This is an optimization exercise on Yosys and OpenROAD, whose aim is a short achievable clock period and few clock cycles, not a production implementation. Only simulation tests tie the RTL to the original design; equivalence was not proved. Power figures rest on the tool's default switching activity, not on a simulated workload.

==> flow/design.v <==
module RegFile(
	rdata1,   
	rdata2,   
	clock,		
	wdata,    
	waddr,    
	raddr1,   
	raddr2,   
	write     
	);			
output [15:0] rdata1, rdata2; 	
input clock;
input [15:0] wdata; 			
input [2:0] raddr1, raddr2; 	
input [2:0] waddr; 			
input write;					
reg [15:0] rdata1, rdata2;
reg [15:0] regcell[0:7];		 
always @(posedge clock) if (write==1) regcell[waddr]<=wdata;
always @(*) 
	if (raddr1 == 7) 	rdata1 = 0;
	else 				rdata1 = regcell[raddr1];
always @(*) 
	if (raddr2 == 7) 	rdata2 = 0;
	else 				rdata2 = regcell[raddr2];
endmodule
module ALU(
	result,       
	zero_result,  
	indata0,      
	indata1,      
	select        
	);		
output [15:0] result;
output zero_result;
input [15:0] indata0, indata1;
input [2:0] select;
reg [15:0] result;
reg zero_result;
always @(indata0 or indata1 or select)
	case(select)
	0: result = indata0 + indata1;
	1: result = indata0 - indata1;
	2: result = indata1;
	3: result = indata0 | indata1;
	4: result = indata0 & indata1;
	default: result = 0;
	endcase
always @(result)  
	if (result == 0) 	zero_result = 1;
	else 			  	zero_result = 0;
endmodule
module MUX2(
	result,    
	indata0,   
	indata1,   
	select     
	);	
output [15:0] result;
input [15:0] indata0, indata1;
input select;
reg [15:0] result;
always @(indata0 or indata1 or select)
	case(select)
	0: result = indata0;
	1: result = indata1;
	endcase
endmodule
module Control(
		reg2loc,
		branch,
		memread,
		memtoreg,
		alu_select,
		memwrite,
		alusrc,
		regwrite,
		opcode
		);
output reg2loc;
output branch;
output memread;
output memtoreg;
output [2:0] alu_select;  
output memwrite;
output alusrc;
output regwrite;
input  [2:0] opcode;
reg reg2loc;
reg branch;
reg memread;
reg memtoreg;
reg [2:0] alu_select;
reg memwrite;
reg alusrc;
reg regwrite;
always @(opcode)
	case(opcode)
	0:			 
		begin
		reg2loc = 0;    
		branch = 0;     
		memread = 0;    
		memtoreg = 0;   
		alu_select = 0;  
		memwrite = 0;   
		alusrc = 0;     
		regwrite = 1;   
		end
	3:             
        begin
        reg2loc = 0;    
        branch = 0;     
        memread = 1;    
        memtoreg = 1;   
        alu_select = 0;  
        memwrite = 0;   
        alusrc = 1;     
        regwrite = 1;   
        end
	4:             
        begin
        reg2loc = 1;   
        branch = 0;    
        memread = 0;  
        memtoreg = 0;  
        alu_select = 0; 
        memwrite = 1;  
        alusrc = 1;    
        regwrite = 0;  
        end
	5:             
        begin
        reg2loc = 1;   
        branch = 1;    
        memread = 0;  
        memtoreg = 0;  
        alu_select = 2; 
        memwrite = 0;  
        alusrc = 0;    
        regwrite = 0;  
        end
	6:             
        begin
        reg2loc = 0;   
        branch = 0;    
        memread = 0;  
        memtoreg = 0;  
        alu_select = 0;  
        memwrite = 0;  
        alusrc = 1;    
        regwrite = 1;  
        end
	7:             
        begin
        reg2loc = 0;   
        branch = 0;    
        memread = 0;  
        memtoreg = 0;  
        alu_select = 4;  
        memwrite = 0;  
        alusrc = 1;    
        regwrite = 1;  
        end
	default:   
	begin
	reg2loc = 0;   
	branch = 0;     
	memread = 0;   
	memtoreg = 0;  
	alu_select = 0; 
	memwrite = 0;   
	alusrc = 0;    
	regwrite = 0;   
	end
	endcase
endmodule
module PCLogic(
		pc,		 
		clock,	 
		signext,	 
		branch,	 
		alu_zero,	 
		reset		 
		);
output [15:0] pc;
input clock;
input [15:0] signext;   
input branch;
input alu_zero;
input reset;
reg [15:0] pc; 
always @(posedge clock)
	begin
	if (reset==1) pc <= 0;
	else if(branch==1 && alu_zero==1) pc <= pc + (signext<<1);
	else pc <= pc+2;  
	end
endmodule
module LEGLiteSingle(
	iaddr,		 
	daddr,		 
	dwrite,		 
	dread,		 
	dwdata,		 
	clock,
	idata,		 
	ddata,		 
	reset
	);
output [15:0] iaddr;
output [15:0] daddr;	
output dwrite;
output dread;
output [15:0] dwdata;
input clock;
input [15:0] idata;  
input [15:0] ddata;	
input reset;
wire [2:0] regmux_result;
wire [15:0] signext;
wire reset;
wire [15:0] rdata1, rdata2;
wire [15:0] ALU_result;
wire zero_result;
wire [15:0] ALUmux_result;
wire [15:0] DMemMux_result;
wire reg2loc, branch, memread, memtoreg, memwrite, alusrc, regwrite;
wire [2:0] alu_select;
assign signext = {{9{idata[12]}}, idata[12:6]};
assign daddr = ALU_result;
assign dwrite = memwrite;
assign dread = memread;
assign dwdata = rdata2;
MUX2 ALUMux(ALUmux_result,rdata2,signext,alusrc);
ALU alu(ALU_result,zero_result,rdata1,ALUmux_result,alu_select);
PCLogic ProgramCounter(iaddr,clock,signext,branch,zero_result,reset);
Control ControlUnit(reg2loc,branch,memread,memtoreg,alu_select,memwrite,alusrc,regwrite,idata[15:13]);
MUX2 RegMux(regmux_result,idata[12:10],idata[2:0],reg2loc);
RegFile Registers(rdata1,rdata2,clock,DMemMux_result,idata[2:0],idata[5:3],regmux_result,regwrite);
MUX2 DMemMux(DMemMux_result,ALU_result,ddata,memtoreg);
endmodule
==> flow/run.sh <==
#!/bin/bash
# synth_recipe.tcl (not shown) runs the flow's synth.tcl, then flattens the netlist and writes it again
# the make line also repeats each setting of config.mk as NAME=value (left out here)
make -C /OpenROAD-flow-scripts/flow DESIGN_CONFIG=/design/flow/config.mk WORK_HOME=/design/flow/orfs CLKGATE_MAP_FILE= SYNTH_SCRIPT=/design/flow/synth_recipe.tcl finish
==> flow/config.mk <==
export PLATFORM = sky130hd
export DESIGN_NAME = LEGLiteSingle
export DESIGN_NICKNAME = LEGLiteSingle
export VERILOG_FILES = /design/flow/design.v
export SDC_FILE = /design/flow/constraint.sdc
export NUM_CORES = 4
export LEC_CHECK = 0
export CAP_MARGIN = 20
export CORE_MARGIN = 2
export CORE_UTILIZATION = 40
export SLEW_MARGIN = 20
==> flow/constraint.sdc <==
create_clock -name core_clock -period 9.0 [get_ports {clock}]
set_input_delay 1.8000 -clock core_clock [delete_from_list [all_inputs] [get_ports {clock}]]
set_output_delay 1.8000 -clock core_clock [all_outputs]
set_load 0.01 [all_outputs]
==> flow_metrics.env, run 1 <==
export IMPL_outcome="no timing/DRC/antenna violations"
export IMPL_internal_power_mw=1.49
export IMPL_async_flop_share_pct=0
export IMPL_cp_num_buf_inv=6
export IMPL_synth_top_area_share_pct=40.0
export IMPL_insertion_delay_ns=0.44
export IMPL_drv_slew=0
export IMPL_p_leak_nw=4.63
export IMPL_routedWlPerCell_um=22.2
export IMPL_core_area_um2=21800
export IMPL_cts_tree="built"
export IMPL_dpl_cell_area_um2=10900
export IMPL_drive_gt1_share_pct=23.7
export IMPL_clockBufferDepth=2
export IMPL_mappedNetlistArea_um2=8850
export IMPL_synth_most_common_cell="edfxtp_1"
export IMPL_cts_sinks=133
export IMPL_synthFlopType="edfxtp_1"
export IMPL_finalCritPeriodShare_pct=95.4
export IMPL_slew_headroom_pct=36.2
export IMPL_track_usage_pct=25.2
export IMPL_slowest_stage="clkdlybuf4s50_1"
export IMPL_dp_hpwl_mm=22.5
export IMPL_globalplace_congestion=0.915
export IMPL_cap_violations=0
export IMPL_power_total_mw=2.24
export IMPL_grt_pass1_wl_mm=44.9
export IMPL_ant_nets=0
export IMPL_post_route_util_pct=53.1
export IMPL_vias=7825
export IMPL_antenna_found_initial=0
export IMPL_drt_iter0_drc=800
export IMPL_grt_max_degree=21
export IMPL_path_cells="clkdlybuf4s50_1, nor2b_4, buf_4, o21ai_4, buf_12, buf_12, a31oi_1, o32ai_1, or2_2, ha_1, and3_1, xnor2_1, ha_1, nand3_1, a21oi_1, or2_2, buf_4, or2_2, a31oi_1, xor2_1, o21ai_0, clkdlybuf4s50_1"
export IMPL_arrival_ns=6.78
export IMPL_switching_share_pct=33.2
export IMPL_power_density_nw_per_um2=193
export IMPL_start_util_pct=40.7
export IMPL_finalSetupViolations=0
export IMPL_cts_clk_slew_worst_paths_ns=0.07
export IMPL_via_per_inst=5.86
export IMPL_crit_path_end_kind="output pin"
export IMPL_syn_inst=846
export IMPL_r2r_slack_ns=2.37
export IMPL_cpLargestDelayFamily="buffers and inverters"
export IMPL_synthDistinctLibCells=84
export IMPL_nets=1108
export IMPL_cts_buffers=17
export IMPL_totalWireLength_mm=29.7
export IMPL_finClkSkew_ns=0.0123
export IMPL_path_class="in2out"
export IMPL_synth_common_cells="118 x edfxtp_1, 84 x nor2_1, 78 x nand2_1"
export IMPL_grt_ovfl_total=0
export IMPL_port_buffers=82
export IMPL_yosysTopAreaCell="edfxtp_1"
export IMPL_synth_area_leaders="edfxtp_1 40%, mux2i_1 5.0%, ha_1 4.4%"
export IMPL_ios=84
export IMPL_critPathRequiredTime_ns=7.20
export IMPL_synth_seq_area_share_pct=43.4
export IMPL_avgSynthCellArea_um2=10.5
export IMPL_pwr_share_comb_pct=34.4
export IMPL_min_period_ns=8.58
export IMPL_drc_errors=0
export IMPL_synth_edf_count=118
export IMPL_crit_top_cell="or2_2"
export IMPL_finalHoldViolCount=0
export IMPL_pwr_share_seq_pct=34.5
export IMPL_rsz0062_at_grt="false"
export IMPL_switchingPower_uw=742
export IMPL_std_cell_rows=54
export IMPL_p_clk_share_pct=31.1
export IMPL_crit_path_start_kind="primary input"
export IMPL_synth_seq_cells=133
export IMPL_nFillCells=1931
export IMPL_die_w_um=153
export IMPL_worstMarginPinSlew_ns=0.956
export IMPL_root_buffer="clkbuf_16"
export IMPL_max_freq_mhz=116
export IMPL_irDropWorstVdd_uv=131
export IMPL_dieArea_um2=23300
export IMPL_seqCellArea_um2=3840
export IMPL_hp_class="reg2reg"
export IMPL_first_global_vias=7352
export IMPL_fp_dieH_um=153
export IMPL_multi_input_area_um2=4770
export IMPL_cp_max_fo=15
export IMPL_firstDrtPassIters=5
export IMPL_yosysWarningCount=8
export IMPL_area_growth_pct=30.6
export IMPL_cpPeakStageDelay_ns=0.61
export IMPL_design_area_um2=11600
export IMPL_ctsHtreeMaxLevel=4
export IMPL_syn_nets=913
power groups by stage:
stage	clock, mW	sequential, mW	combinational (mW)
finish	0.695	0.772	0.770
global route	0.726	0.774	0.827
CTS	0.698	0.771	0.753
detailed placement	0	0.784	0.748
global placement	0	0.784	0.747
floorplan	0	0.778	0.397
tightest hold or removal path, delay by kind of cell (launching register included):
family,cells,cell delay (ns)
DFF,1,0.33
and+or+nand+nor,3,0.24
cell usage in the layout (no fill, tap or decap), types with 17 or more instances in the layout:
cell type / Yosys / final
buf_4: 5 / 137
edfxtp_1: 118 / 118
nor2_1: 84 / 84
clkdlybuf4s50_1: 0 / 78
nand2_1: 78 / 77
mux2i_1: 44 / 43
o21ai_0: 37 / 35
a21oi_1: 36 / 35
ha_1: 31 / 31
inv_1: 26 / 25
nand3_1: 21 / 21
mux2_2: 19 / 19
xnor2_1: 19 / 19
mux4_2: 17 / 17
o211ai_1: 17 / 17
clkbuf_16: 0 / 17
per-layer routing:
metal / share of wire (%) / vias up / wire [µm] / track usage, %
met4: 2.6 / 0 / 763 / 7.10
li1: - / 3622 / - / -
met2: 46 / 393 / 13600 / 40.3
met1: 43 / 3755 / 12900 / 35.7
met5: 0 / - / 0 / 0
met3: 8.2 / 55 / 2440 / 4.10
flip-flops by register name (all words and copies together), names as in the netlist:
signal / flops
Registers.regcell: 118
ProgramCounter.pc: 15
final cells by class:
cell class                      instances  area share [%]
Antenna cell                            1          0.0217
Inverter                               27           0.877
Clock inverter                         15            1.39
Multi-Input combinational cell        640            41.3
Tap cell                              280            3.03
Clock buffer                           17            3.68
Timing Repair Buffer                  222            16.5
Sequential cell                       133            33.3
per-stage QoR:
stage               worst slack (ns)  hold slack [ns]  setup TNS, ns  instances
floorplan                      0.755            0.593              0        846
global placement             -0.0766            0.583        -0.0766       1299
detailed placement            -0.137            0.587         -0.154       1299
CTS                           0.0309            0.606              0       1331
global route                  0.0202            0.662              0       1334
finish                         0.416            0.608              0       1335
final timing paths:
kind | from | depth (start not counted) | endpoint
worst max-delay path | idata[15] | 22 | daddr[9]
worst min-delay path | ProgramCounter.pc[15] | 3 | ProgramCounter.pc[15]
worst max register to register | Registers.regcell[4][0] | 32 | ProgramCounter.pc[15]
worst min register to register | ProgramCounter.pc[15] | 3 | ProgramCounter.pc[15]
logic make-up (layout without fill, tap and decap cells):
group / count (synthesis) / count (layout) / share of synthesized area (%)
compound gates: 218 / 218 / 17.5
mux: 81 / 81 / 11.9
other cells: 1 / 2 / 0.0424
xor+xnor: 34 / 34 / 3.36
flops: 133 / 133 / 43.4
buf+inv: 73 / 281 / 3.83
fa+ha+maj: 33 / 33 / 4.83
simple gates: 273 / 273 / 15.2
repair_timing:
action / in CTS / in global routing
gates resized for setup: 1 / 20
endpoints found under the setup margin: 1 / 7
pin swaps: 0 / 8
hold buffers: 0 / 0
buffers inserted: 0 / 3
endpoints found under the hold margin: 0 / 0
Testbench counts, summed over its fixed seeds: cycles 49,799.
==> inputs of run 2 (changes only) <==
==> flow/design.v (replaced) <==
module LEGLiteSingle(
	iaddr,
	daddr,
	dwrite,
	dread,
	dwdata,
	clock,
	idata,
	ddata,
	reset
	);
output [15:0] iaddr;
output [15:0] daddr;
output dwrite;
output dread;
output [15:0] dwdata;
input clock;
input [15:0] idata;
input [15:0] ddata;
input reset;
localparam OP_ADD  = 3'd0;
localparam OP_LDUR = 3'd3;
localparam OP_STUR = 3'd4;
localparam OP_CBZ  = 3'd5;
localparam OP_ADDI = 3'd6;
localparam OP_ANDI = 3'd7;
reg [15:0] pc;           
reg        x_valid;      
reg [15:0] x_ins;
reg [15:0] x_target;     
reg        m_ld, m_st;   
reg [2:0]  m_rd;
reg [15:0] m_addr;
reg [15:0] m_wdata;
reg [15:0] rf [0:6];     
wire [15:0] f_sx     = {{9{idata[12]}}, idata[12:6]};
wire [15:0] f_target = pc + {f_sx[14:0], 1'b0};
wire        f_uncond = (idata[15:13] == OP_CBZ) && (idata[2:0] == 3'd7);
wire [2:0]  x_op = x_ins[15:13];
wire [2:0]  x_rt = x_ins[2:0];
wire [2:0]  x_rn = x_ins[5:3];
wire [2:0]  x_rm = x_ins[12:10];
wire [15:0] x_sx = {{9{x_ins[12]}}, x_ins[12:6]};
wire [2:0]  x_rb = (x_op == OP_ADD) ? x_rm : x_rt;
wire [15:0] ra = (x_rn == 3'd7) ? 16'd0 : rf[x_rn];
wire [15:0] rb = (x_rb == 3'd7) ? 16'd0 : rf[x_rb];
wire x_reads_a = (x_op == OP_ADD) || (x_op == OP_LDUR) || (x_op == OP_STUR) ||
                 (x_op == OP_ADDI) || (x_op == OP_ANDI);
wire x_reads_b = (x_op == OP_ADD) || (x_op == OP_STUR) || (x_op == OP_CBZ);
wire stall = x_valid && m_ld && (m_rd != 3'd7) &&
             ((x_reads_a && (x_rn == m_rd)) || (x_reads_b && (x_rb == m_rd)));
wire x_go  = x_valid && !stall;
wire [15:0] sum    = ra + ((x_op == OP_ADD) ? rb : x_sx);
wire [15:0] result = (x_op == OP_ANDI) ? (ra & x_sx) : sum;
wire        x_wr   = x_go && ((x_op == OP_ADD) || (x_op == OP_ADDI) || (x_op == OP_ANDI)) &&
                     (x_rt != 3'd7);
wire        redirect = x_go && (x_op == OP_CBZ) && (x_rt != 3'd7) && (rb == 16'd0);
always @(posedge clock) begin
	if (reset)            pc <= 16'd0;
	else if (redirect)    pc <= x_target;
	else if (stall)       pc <= pc;
	else if (f_uncond)    pc <= f_target;
	else                  pc <= pc + 16'd2;
end
always @(posedge clock) begin
	if (reset)            x_valid <= 1'b0;
	else if (!stall)      x_valid <= !redirect;
	if (!stall) begin
		x_ins    <= idata;
		x_target <= f_target;
	end
end
always @(posedge clock) begin
	if (reset) begin
		m_ld <= 1'b0;
		m_st <= 1'b0;
	end else begin
		m_ld <= x_go && (x_op == OP_LDUR);
		m_st <= x_go && (x_op == OP_STUR);
	end
	m_rd    <= x_rt;
	m_addr  <= sum;
	m_wdata <= rb;
end
integer i;
always @(posedge clock)
	for (i = 0; i < 7; i = i + 1) begin
		if (x_wr && x_rt == i)
			rf[i] <= result;
		else if (m_ld && m_rd == i)
			rf[i] <= ddata;
	end
assign iaddr  = pc;
assign daddr  = m_addr;
assign dread  = m_ld;
assign dwrite = m_st;
assign dwdata = m_wdata;
endmodule
==> run 2 against run 1 <==
  * Utilization shrank 5.6 points
  * Critical path depth shrank 3
  * Cell count grew 18%
  * Worst hold slack lost 0.12 ns
  * Synthesized cell count grew 32%
  * Worst setup slack gained 2.8 ns
  * Critical path type is now reg2reg
  * Largest power group unchanged
  * Highest routed layer unchanged
==> flow_metrics.env, run 2 <==
export IMPL_outcome="no timing/DRC/antenna violations"
export IMPL_tns_ns=0
export IMPL_cts_clk_slew_worst_paths_ns=0.08
export IMPL_syn_nets=1180
export IMPL_avgSynthCellArea_um2=10.6
export IMPL_die_w_um=176
export IMPL_worst_hold_path_endpoint="x_target[0]"
export IMPL_cap_violations=0
export IMPL_multi_input_area_um2=6080
export IMPL_rsz0062_at_grt="false"
export IMPL_critPathRequiredTime_ns=9.20
export IMPL_min_path_cells=0
export IMPL_finalSetupViolations=0
export IMPL_synth_area_leaders="edfxtp_1 37%, mux2_2 12%, dfxtp_1 9.2%"
export IMPL_final_common_cell="edfxtp_1"
export IMPL_globalplace_congestion=0.899
export IMPL_grt_max_degree=43
export IMPL_p_leak_nw=4.95
export IMPL_synth_top_area_share_pct=36.6
export IMPL_synthDistinctLibCells=77
export IMPL_max_freq_mhz=172
export IMPL_min_period_ns=5.82
export IMPL_post_cts_setup_buffers=0
export IMPL_ctsHtreeMaxLevel=4
export IMPL_r2r_end="rf[5][14]"
export IMPL_area_growth_pct=16.1
export IMPL_cp_max_fo=26
export IMPL_crit_start="x_ins[13]"
export IMPL_start_util_pct=40.9
export IMPL_yosysTopAreaCell="edfxtp_1"
export IMPL_cpPeakStageDelay_ns=0.59
export IMPL_ios=84
export IMPL_path_cells="nor3_4, buf_4, mux2i_4, buf_4, mux2_2, o221ai_1, a21oi_1, nand2_1, nand2_1, ha_1, nor2b_1, o21ai_0, a21boi_0, o41ai_1, o211ai_1, a31oi_1, mux2i_1, nand2_1, mux2_2"
export IMPL_drt_iter0_drc=1201
export IMPL_synth_seq_area_share_pct=45.8
export IMPL_routedWlPerCell_um=24.3
export IMPL_arrival_ns=6.02
export IMPL_worstMarginPinSlew_ns=0.987
export IMPL_finalHoldViolCount=0
export IMPL_syn_inst=1114
export IMPL_synth_common_cells="144 x edfxtp_1, 122 x mux2_2, 100 x nand2_1"
export IMPL_ff2ff_path_depth=19
export IMPL_cts_resized=0
export IMPL_cts_sinks=198
export IMPL_crit_path_end_kind="flop"
export IMPL_largest_reg_flops=112
export IMPL_insertion_delay_ns=0.45
export IMPL_drc_errors=0
export IMPL_fp_dieH_um=176
export IMPL_async_flop_share_pct=0
export IMPL_nFillCells=2690
export IMPL_path_class="reg2reg"
export IMPL_hp_class="reg2reg"
export IMPL_grt_ovfl_total=0
export IMPL_drive_gt1_share_pct=18.3
export IMPL_clockBufferDepth=2
export IMPL_synth_most_common_cell="edfxtp_1"
export IMPL_slew_headroom_pct=33.7
export IMPL_finClkSkew_ns=0.0174
export IMPL_slowest_stage="o41ai_1"
export IMPL_cts_tree="built"
export IMPL_ant_nets=0
export IMPL_first_global_vias=9382
export IMPL_synth_edf_count=144
export IMPL_n_antenna_cell=0
export IMPL_cts_buffers=17
export IMPL_drv_slew=0
export IMPL_dp_hpwl_mm=26.2
export IMPL_mappedNetlistArea_um2=11800
export IMPL_via_per_inst=6.17
export IMPL_hold_start="pc[0]"
export IMPL_root_buffer="clkbuf_16"
export IMPL_fin_hold_ws_ns=0.491
export IMPL_yosysWarningCount=2
export IMPL_totalWireLength_mm=38.2
export IMPL_track_usage_pct=24.7
export IMPL_antenna_found_initial=0
export IMPL_synth_seq_cells=198
export IMPL_core_area_um2=28900
export IMPL_r2r_slack_ns=3.18
export IMPL_crit_top_cell="nand2_1"
export IMPL_nets=1241
export IMPL_synthFlopType="edfxtp_1"
export IMPL_port_buffers=83
export IMPL_rr_startpoint="x_ins[13]"
export IMPL_final_cell_mix="144 x edfxtp_1, 122 x mux2_2, 100 x nand2_1, 83 x clkdlybuf4s50_1, 67 x o21ai_0"
export IMPL_cts_hold_buf=0
export IMPL_vias=9700
export IMPL_seqCellArea_um2=5410
export IMPL_finalCritPeriodShare_pct=64.7
export IMPL_irDropWorstVdd_uv=104
export IMPL_dieArea_um2=30900
export IMPL_std_cell_rows=62
export IMPL_power_density_nw_per_um2=174
export IMPL_largest_register="rf"
export IMPL_firstDrtPassIters=6
export IMPL_crit_path_start_kind="flop"
export IMPL_grt_pass1_wl_mm=57.5
-- run 2: final cells by class --
cell class | count | area share, %
Tap cell | 384 | 3.51
Sequential cell | 198 | 39.5
Clock buffer | 19 | 3.39
Timing Repair Buffer | 111 | 7.65
Inverter | 29 | 0.795
Clock inverter | 13 | 0.804
Multi-Input combinational cell | 818 | 44.4
-- run 2: kinds of logic (layout without fill, tap and decap cells) --
group                      after synthesis  after routing  share of synthesized area [%]
adders and majority gates               32             32                           3.52
xor gates and xnor gates                43             43                           3.19
muxes                                  163            163                           15.5
and+or+nand+nor                        291            291                           12.0
AOI/OAI and AO/OA                      289            289                           16.6
buffers and inverters                   98            172                           3.43
DFF                                    198            198                           45.8
-- run 2: stage by stage --
stage                     setup slack (ns)  utilization [%]  area, µm²  std cells  total power, mW
after detailed placement              3.29             45.4      13100       1539             1.61
after CTS                             3.31             47.4      13700       1571             2.38
after floorplan                       4.48                -      11800       1114             1.38
after global placement                3.44             45.4      13100       1539             1.61
after global routing                  2.87             47.5      13700       1572             2.47
final                                 3.18             47.5      13700       1572             2.38
-- run 2: how the worst max path moves through the flow --
stage and to:
3_3_place_gp rf[3][14], 5_1_grt rf[5][14], 4_1_cts rf[5][14], 6_report rf[5][14], 3_5_place_dp rf[5][14], 2_1_floorplan rf[3][14]
-- run 2: power by group --
| group | internal [mW] | switching, mW | total, mW |
|---|---|---|---|
| clock network | 0.388 | 0.387 | 0.775 |
| logic | 0.225 | 0.307 | 0.532 |
| registers | 1.04 | 0.0344 | 1.07 |
| total | 1.65 | 0.728 | 2.38 |
-- run 2: worst max-delay path: cells and delay by family, from the launching register on --
kind,cells,cell delay [ns]
AOI/OAI and AO/OA,7,1.83
muxes,4,1.38
buffers and inverters,2,0.74
and+or+nand+nor,5,0.69
DFF,1,0.58
adders and majority gates,1,0.33
-- run 2: per-layer routing --
metal  GRT usage (%)  share of wire (%)  up-vias
met5               0                  0        -
li1                -                  -     4368
met2            38.1                 45      532
met4            10.8                3.6        0
met1            33.8                 43     4703
met3            4.87                7.8       97
Testbench counts of run 2, summed over its fixed seeds: cycles 51,232.

## static timing again, ports no longer ideal
In the flow no input, the clock included, has a driving cell. The finished layouts below were timed again as built, in two steps.
Step 1: set_driving_cell puts a clkbuf_16 on clock and a buf_2 on each other input, an assumption about the parent block.
Step 2 also shifts input and output timing later by t, the mid clock arrival at the registers, as if the neighbouring blocks saw the same clock.
Slacks: no drivers / after step 1 / after step 2; pairs: no drivers / after step 1.
run	t, ns	setup WS [ns]	hold slack, ns	worst setup path at the end	slew at the worst register clock pin (ns)
run 1	0.481	0.416 / 0.389 / 0.066	0.608 / 0.608 / 0.608	input to register	0.07 / 0.07
run 2	0.488	3.177 / 3.177 / 3.177	0.491 / 0.491 / 0.491	register to register	0.08 / 0.08
After both steps every run listed still meets setup and hold. For run 1, which loses most, drivers alone change the setup slack by -0.027 ns; drivers and shift together by -0.350 ns.
